Source: an optimization exercise on an open RTL-to-GDS flow (aim: small area). Production flows keep margins and buffers that such runs may drop.
Where RTL was checked, it was by simulation tests only, not by an equivalence proof against the original.
No activity file was given, so power comes from the tool's default toggle rates.

==> module matrix, before the edit <==
module matrix
(
	input  wire        rst_n,
	input  wire        clk,
	output reg         r0,
	output reg         g0,
	output reg         b0,
	output reg         r1,
	output reg         g1,
	output reg         b1,
	output reg         r2,
	output reg         g2,
	output reg         b2,
	output reg         r3,
	output reg         g3,
	output reg         b3,
	output reg  [2:0]  a,
	output reg         blank,
	output reg         sclk,
	output reg         latch,
	output wire [9:0]  mem_address,
	input  wire        mem_enable,
	input  wire [47:0] mem_output_data
);
reg [12:0] t;
reg        first;
reg [1:0]  rd_bit;
reg [2:0]  rd_row;
wire shifting = (t[12:9] == 4'd0);
reg [12:0] t_end;
always @(*) begin
	if (first)
		t_end = 13'd960;
	else
		case (rd_bit)
			2'd1: t_end = 13'd940;
			2'd2: t_end = 13'd1900;
			2'd3: t_end = 13'd3820;
			default: t_end = 13'd7660;
		endcase
end
wire expire = (t == t_end);
wire [11:0] bits;
genvar i;
generate
	for (i = 0; i < 12; i = i + 1) begin : g_bit
		wire [3:0] nib = mem_output_data[4*i+3:4*i];
		assign bits[i] = nib[rd_bit] & mem_enable;
	end
endgenerate
always @(posedge clk) begin
	if (rst_n) begin
		t      <= 13'd0;
		first  <= 1'b1;
		rd_bit <= 2'd0;
		rd_row <= 3'd0;
		a      <= 3'd0;
		blank  <= 1'b1;
		sclk   <= 1'b0;
		latch  <= 1'b0;
		{r3, g3, b3, r2, g2, b2, r1, g1, b1, r0, g0, b0} <= 12'd0;
	end else begin
		if (expire) begin
			t     <= -13'sd19;
			first <= 1'b0;
		end else
			t <= t + 13'd1;
		if (expire)
			blank <= 1'b1;
		else if (t == -13'sd2)
			blank <= 1'b0;
		if (t == -13'sd11) begin
			latch <= 1'b1;
			a     <= rd_row;
		end else if (t == -13'sd2)
			latch <= 1'b0;
		if (t == -13'sd1) begin
			rd_bit <= rd_bit + 2'd1;
			if (rd_bit == 2'd3)
				rd_row <= rd_row + 3'd1;
		end
		sclk <= shifting && (t[1:0] == 2'd3);
		if (shifting && t[1:0] == 2'd1)
			{r3, g3, b3, r2, g2, b2, r1, g1, b1, r0, g0, b0} <= bits;
	end
end
assign mem_address = {rd_row, shifting ? t[8:2] : 7'd0};
endmodule
Settings: LEC_CHECK=0, CAP_MARGIN=20, CORE_MARGIN=2, CORE_UTILIZATION=40, CTS_BUF_LIST=sky130_fd_sc_hd__clkbuf_16, CTS_CLUSTER_DIAMETER=100, CTS_CLUSTER_SIZE=30, SLEW_MARGIN=20; clock period 5.0 ns.
standard.sh (not shown) runs the stock make flow with config.mk's settings and CLKGATE_MAP_FILE= SYNTH_SCRIPT=/design/flow/synth_recipe.tcl, a recipe that flattens the netlist after the stock synthesis.
==> flow/flow/run.sh <==
#!/bin/bash
# The standard layout (the standard.sh, standard synthesis unchanged),
# with each port buffered by the smallest buffer cell instead of the
# default clkdlybuf4s50_1.
set -euo pipefail
bash standard.sh "BUFFER_PORTS_ARGS=-buffer_cell sky130_fd_sc_hd__buf_1" finish > flow_standard.log 2>&1
The baseline ran to the end with no violations.
==> next run, changes <==
--- a/flow/design.v
+++ b/flow/design.v
@@ -134,19 +134,22 @@
 reg [1:0]  rd_bit;
 reg [2:0]  rd_row;
 wire shifting = (t[12:9] == 4'd0);
-reg [12:0] t_end;
+wire neg = &t[12:9];
+reg  expire;
 always @(*) begin
 	if (first)
-		t_end = 13'd960;
+		expire = t[9] & t[8] & t[7] & t[6];                         
 	else
 		case (rd_bit)
-			2'd1: t_end = 13'd940;
-			2'd2: t_end = 13'd1900;
-			2'd3: t_end = 13'd3820;
-			default: t_end = 13'd7660;
+			2'd1: expire = ~t[12] & t[9] & t[8] & t[7] & t[5] & t[3] & t[2];           
+			2'd2: expire = ~t[12] & t[10] & t[9] & t[8] & t[6] & t[5] & t[3] & t[2];   
+			2'd3: expire = ~t[12] & t[11] & t[10] & t[9] & t[7] & t[6] & t[5] & t[3] & t[2];  
+			default: expire = ~t[9] & t[12] & t[11] & t[10] & t[8] & t[7] & t[6] & t[5] & t[3] & t[2];  
 		endcase
 end
-wire expire = (t == t_end);
+wire at_m11 = neg & (t[4:0] == 5'b10101);    
+wire at_m2  = neg & (t[4:0] == 5'b11110);    
+wire at_m1  = neg & (t[4:0] == 5'b11111);    
 wire [11:0] bits;
 genvar i;
 generate
@@ -174,14 +177,14 @@
 			t <= t + 13'd1;
 		if (expire)
 			blank <= 1'b1;
-		else if (t == -13'sd2)
+		else if (at_m2)
 			blank <= 1'b0;
-		if (t == -13'sd11) begin
+		if (at_m11) begin
 			latch <= 1'b1;
 			a     <= rd_row;
-		end else if (t == -13'sd2)
+		end else if (at_m2)
 			latch <= 1'b0;
-		if (t == -13'sd1) begin
+		if (at_m1) begin
 			rd_bit <= rd_bit + 2'd1;
 			if (rd_bit == 2'd3)
 				rd_row <= rd_row + 3'd1;
Outcome: The new run went through all stages and came out clean; via count goes down by 3.3%; synthesized area goes down by 2.2%; non-clock buffer count goes up by 3; first-iteration DRC count goes down by about 22%; wire length goes down by about 2.7%; combinational power goes down by 27%; sequential power goes down by about 3%.
No functional check of the RTL was part of the first run of this note.

==> port drivers added, routing unchanged <==
In the flow no input, the clock included, has a driving cell. The finished layouts below were timed again as built, in two steps.
Step 1 (the two cells are an assumption about what drives the block):
set clk [get_ports {clk}]
set_driving_cell -lib_cell sky130_fd_sc_hd__clkbuf_16 $clk
set_driving_cell -lib_cell sky130_fd_sc_hd__buf_2 [delete_from_list [all_inputs] $clk]
Step 2 moves the port delays by t, midway between the first and last clock arrival at a register: inputs arrive t later, outputs are due t later. That takes back most of the time a late clock gives input paths.
Three values: no drivers, after step 1, after step 2; two values: the first two.
run | t, ns | setup slack, ns | hold WS [ns] | worst setup path at the end | pins driven straight from the clock port
the first run | 0.596 | 1.559 / 1.559 / 1.544 | 0.505 / 0.491 / 0.505 | input to register | 1
the second run | 0.587 | 1.620 / 1.564 / 1.475 | 0.468 / 0.468 / 0.468 | input to register | 1
After both steps setup and hold are still met in every run listed. For the second run, which loses most, drivers alone change the setup slack by -0.056 ns; drivers and shift together by -0.145 ns.
